This is an optimization exercise on Yosys and OpenROAD, whose aim is small area, a short achievable clock period and few clock cycles, not a production implementation.
Where RTL was checked, it was by simulation tests only, not by an equivalence proof against the original.
The flow treats the clock pin as an ideal source. Dropping or thinning the clock tree relies on that and would not hold on a real chip.
No activity file was given, so power comes from the tool's default toggle rates.

==> module fifo, before the edit <==
module fifo #(
	parameter DATA_WIDTH = 8,
	parameter FIFO_DEPTH = 8,
	parameter SWITCH     = 8
)
(
	input                       clk,
	input                       rst_n,
	input      [DATA_WIDTH-1:0] m0_data,
	input                       m0_valid,
	output                      m0_ready,
	input      [DATA_WIDTH-1:0] m1_data,
	input                       m1_valid,
	output reg                  m1_ready,
	output reg [DATA_WIDTH-1:0] odata,
	output reg                  ovalid,
	input                       oready
);
	localparam NR = FIFO_DEPTH - 1;            
	localparam CW = $clog2(SWITCH);
	localparam RW = $clog2(NR + 1);
	reg  [CW-1:0]         cnt;                 
	reg                   sel;                 
	reg                   m0_nrdy;             
	reg  [RW-1:0]         len;                 
	reg  [RW-1:0]         tail;                
	reg                   take;                
	reg  [DATA_WIDTH-1:0] ring [0:NR-1];
	assign m0_ready = ~m0_nrdy;
	wire [DATA_WIDTH-1:0] in_d = sel ? m1_data : m0_data;
	wire acc    = (m0_valid & ~m0_nrdy) | (m1_valid & m1_ready);
	wire h_load = ~ovalid | oready;            
	wire r_empty = (len == 0);
	wire [RW:0] front_sum = tail + len - 1;
	wire [RW-1:0] front = (front_sum >= NR) ? front_sum - NR : front_sum;
	reg  at_exit;                              
	wire ins = acc & ~(r_empty & h_load);      
	wire ext = h_load & at_exit;               
	wire [RW-1:0] tail_inc = (tail == NR - 1) ? 0 : tail + 1'b1;
	wire [RW-1:0] n_len  = ins ? len + 1'b1 : ext ? len - 1'b1 : len;
	wire [RW-1:0] n_tail = ins ? 0 : tail_inc;
	wire n_take = ins ? (len != NR - 1)
	            : ext ? ((len == 1) | (tail == NR - 1))
	            :       (r_empty | ((len != NR) & (tail == NR - 1)));
	wire n_at_exit = ext ? (len != 1) : (~r_empty & (front == NR - 2));
	wire sel_acc  = sel ^ (cnt == SWITCH - 1);    
	wire n_sel    = acc ? sel_acc : sel;
	wire [DATA_WIDTH-1:0] x_d = take ? in_d : ring[NR-1];
	integer i;
	always @(posedge clk) begin
		ring[0] <= x_d;
		for (i = 1; i < NR; i = i + 1)
			ring[i] <= ring[i-1];
		if (h_load) odata <= x_d;
	end
	always @(posedge clk or negedge rst_n) begin
		if (~rst_n) begin
			cnt      <= 0;
			sel      <= 1'b0;
			m0_nrdy  <= 1'b0;
			m1_ready <= 1'b0;
			ovalid   <= 1'b0;
			len      <= 0;
			tail     <= 0;
			take     <= 1'b1;
			at_exit  <= 1'b0;
		end else begin
			if (acc) cnt <= (cnt == SWITCH - 1) ? 0 : cnt + 1'b1;
			sel      <= n_sel;
			m0_nrdy  <= ~n_take | n_sel;
			m1_ready <= n_take & n_sel;
			if (h_load) ovalid <= r_empty ? acc : at_exit;
			len      <= n_len;
			tail     <= n_tail;
			take     <= n_take;
			at_exit  <= n_at_exit;
		end
	end
endmodule
clock: 5.0 ns
lec_check: 0
cap_margin: 20
core_margin: 2
core_utilization: 40
cts_buf_list: sky130_fd_sc_hd__clkbuf_4 sky130_fd_sc_hd__clkbuf_8 sky130_fd_sc_hd__clkbuf_16
cts_cluster_diameter: 100
cts_cluster_size: 30
setup_slack_margin: 3.0
slew_margin: 20
standard.sh (not shown) runs the stock make flow with config.mk's settings and CLKGATE_MAP_FILE= SYNTH_SCRIPT=/design/flow/synth_recipe.tcl, a recipe that flattens the netlist after the stock synthesis.
==> flow/flow/run.sh <==
#!/bin/bash
set -euo pipefail
here=$(pwd)
bash standard.sh MATCH_CELL_FOOTPRINT=0 "BUFFER_PORTS_ARGS=-buffer_cell sky130_fd_sc_hd__buf_1" "CTS_ARGS=-sink_clustering_enable -repair_clock_nets -dont_use_dummy_load -sink_clustering_size 30 -sink_clustering_max_diameter 100 -buf_list sky130_fd_sc_hd__clkbuf_16" "POST_CTS_TCL=$here/flow/post_cts.tcl" finish > flow_standard.log 2>&1
==> flow/flow/post_cts.tcl <==
# Drop the H-tree's middle level: the root buffer then drives the leaf
# buffers directly, two buffers from the clock port to every register.
set mid {}
foreach inst [[ord::get_db_block] getInsts] {
  if {[regexp {^clkbuf_[1-9][0-9]*_[0-9]+__f_} [$inst getName]]} { lappend mid [$inst getName] }
}
puts "post_cts: removing [llength $mid] middle clock buffers: $mid"
if {[llength $mid]} {
  remove_buffers {*}$mid
  detailed_placement
  estimate_parasitics -placement
  report_clock_latency
}
Testbench counts at the start, summed over its fixed seeds: cycles 1,032.
Then changed:
--- a/flow/design.v
+++ b/flow/design.v
@@ -24,6 +24,6 @@
 	reg                   m0_nrdy;             
 	reg  [RW-1:0]         len;                 
-	reg  [RW-1:0]         tail;                
-	reg                   take;                
+	reg  [2:0]            tail;                
+	reg  [2:0]            front;               
 	reg  [DATA_WIDTH-1:0] ring [0:NR-1];
 	assign m0_ready = ~m0_nrdy;
@@ -32,19 +32,26 @@
 	wire h_load = ~ovalid | oready;            
 	wire r_empty = (len == 0);
-	wire [RW:0] front_sum = tail + len - 1;
-	wire [RW-1:0] front = (front_sum >= NR) ? front_sum - NR : front_sum;
-	reg  at_exit;                              
+	localparam [2:0] SLOT0 = 3'b001, SLOT5 = 3'b110, SLOT6 = 3'b100;
+	wire take    = r_empty | ((tail == SLOT0) & (len != NR));
+	wire at_exit = ~r_empty & (front == SLOT6);
 	wire ins = acc & ~(r_empty & h_load);      
 	wire ext = h_load & at_exit;               
-	wire [RW-1:0] tail_inc = (tail == NR - 1) ? 0 : tail + 1'b1;
-	wire [RW-1:0] n_len  = ins ? len + 1'b1 : ext ? len - 1'b1 : len;
-	wire [RW-1:0] n_tail = ins ? 0 : tail_inc;
+	wire [2:0] tail_inc  = {tail[1:0], tail[2] ^ tail[1]};
+	wire [2:0] n_len = {len[2] ^ ((ins & len[1] & len[0]) | (ext & ~len[1] & ~len[0])),
+	                    len[1] ^ ((ins & len[0]) | (ext & ~len[0])),
+	                    len[0] ^ (ins | ext)};
+	wire [2:0] n_tail = ins ? SLOT0 : tail_inc;
+	wire [2:0] front_inc = {front[1:0], front[2] ^ front[1]};
+	wire [2:0] n_front = ext ? front : (ins & r_empty) ? SLOT0 : front_inc;
 	wire n_take = ins ? (len != NR - 1)
-	            : ext ? ((len == 1) | (tail == NR - 1))
-	            :       (r_empty | ((len != NR) & (tail == NR - 1)));
-	wire n_at_exit = ext ? (len != 1) : (~r_empty & (front == NR - 2));
+	            : ext ? ((len == 1) | (tail == SLOT6))
+	            :       (r_empty | ((len != NR) & (tail == SLOT6)));
 	wire sel_acc  = sel ^ (cnt == SWITCH - 1);    
 	wire n_sel    = acc ? sel_acc : sel;
 	wire [DATA_WIDTH-1:0] x_d = take ? in_d : ring[NR-1];
+	always @(posedge clk) begin
+		tail  <= n_tail;
+		front <= n_front;
+	end
 	integer i;
 	always @(posedge clk) begin
@@ -62,9 +69,6 @@
 			ovalid   <= 1'b0;
 			len      <= 0;
-			tail     <= 0;
-			take     <= 1'b1;
-			at_exit  <= 1'b0;
 		end else begin
-			if (acc) cnt <= (cnt == SWITCH - 1) ? 0 : cnt + 1'b1;
+			cnt      <= cnt ^ {acc & cnt[1] & cnt[0], acc & cnt[0], acc};
 			sel      <= n_sel;
 			m0_nrdy  <= ~n_take | n_sel;
@@ -72,7 +76,4 @@
 			if (h_load) ovalid <= r_empty ? acc : at_exit;
 			len      <= n_len;
-			tail     <= n_tail;
-			take     <= n_take;
-			at_exit  <= n_at_exit;
 		end
 	end
Outcome: Hold slack improved by 23 ps. Total power goes down by 2.5%. Setup slack improved by 81 ps. Maximum frequency goes up by 4.2%. Core utilization stays flat. Sequential share of layout area goes up by 3.0 points. Routed wire length goes down by 5.4%. Clock power goes up by about 1%.
Only the layout flow was run in the second run of this note; the RTL was not checked for function there.

-- port drivers added, routing unchanged --
The flow's constraints put no driver on any port. The routed layouts listed below were extracted and timed again, unchanged, in two steps. Step 1 sets driving cells, clkbuf_16 on the clock port and buf_2 on the other inputs (assumed; they add their load-dependent delay and slew). Step 2 times the ports against the registers' clock, not the clock port: input delays grow and output delays shrink by t, the midpoint of the rising clock arrivals with the driver on. Slacks: ideal ports / drivers / drivers and shift; pairs: ideal ports / drivers.
run | t (ns) | setup WS [ns] | worst data-port slew with drivers (ns) | pins driven straight from the clock port
the first run | 0.397 | 2.967 / 2.967 / 2.731 | 0.03 | 1
the second run | 0.407 | 3.048 / 3.010 / 2.720 | 0.04 | 1
After both steps every run listed still meets setup and hold. For the second run, which loses most, drivers alone change the setup slack by -0.038 ns; drivers and shift together by -0.328 ns.
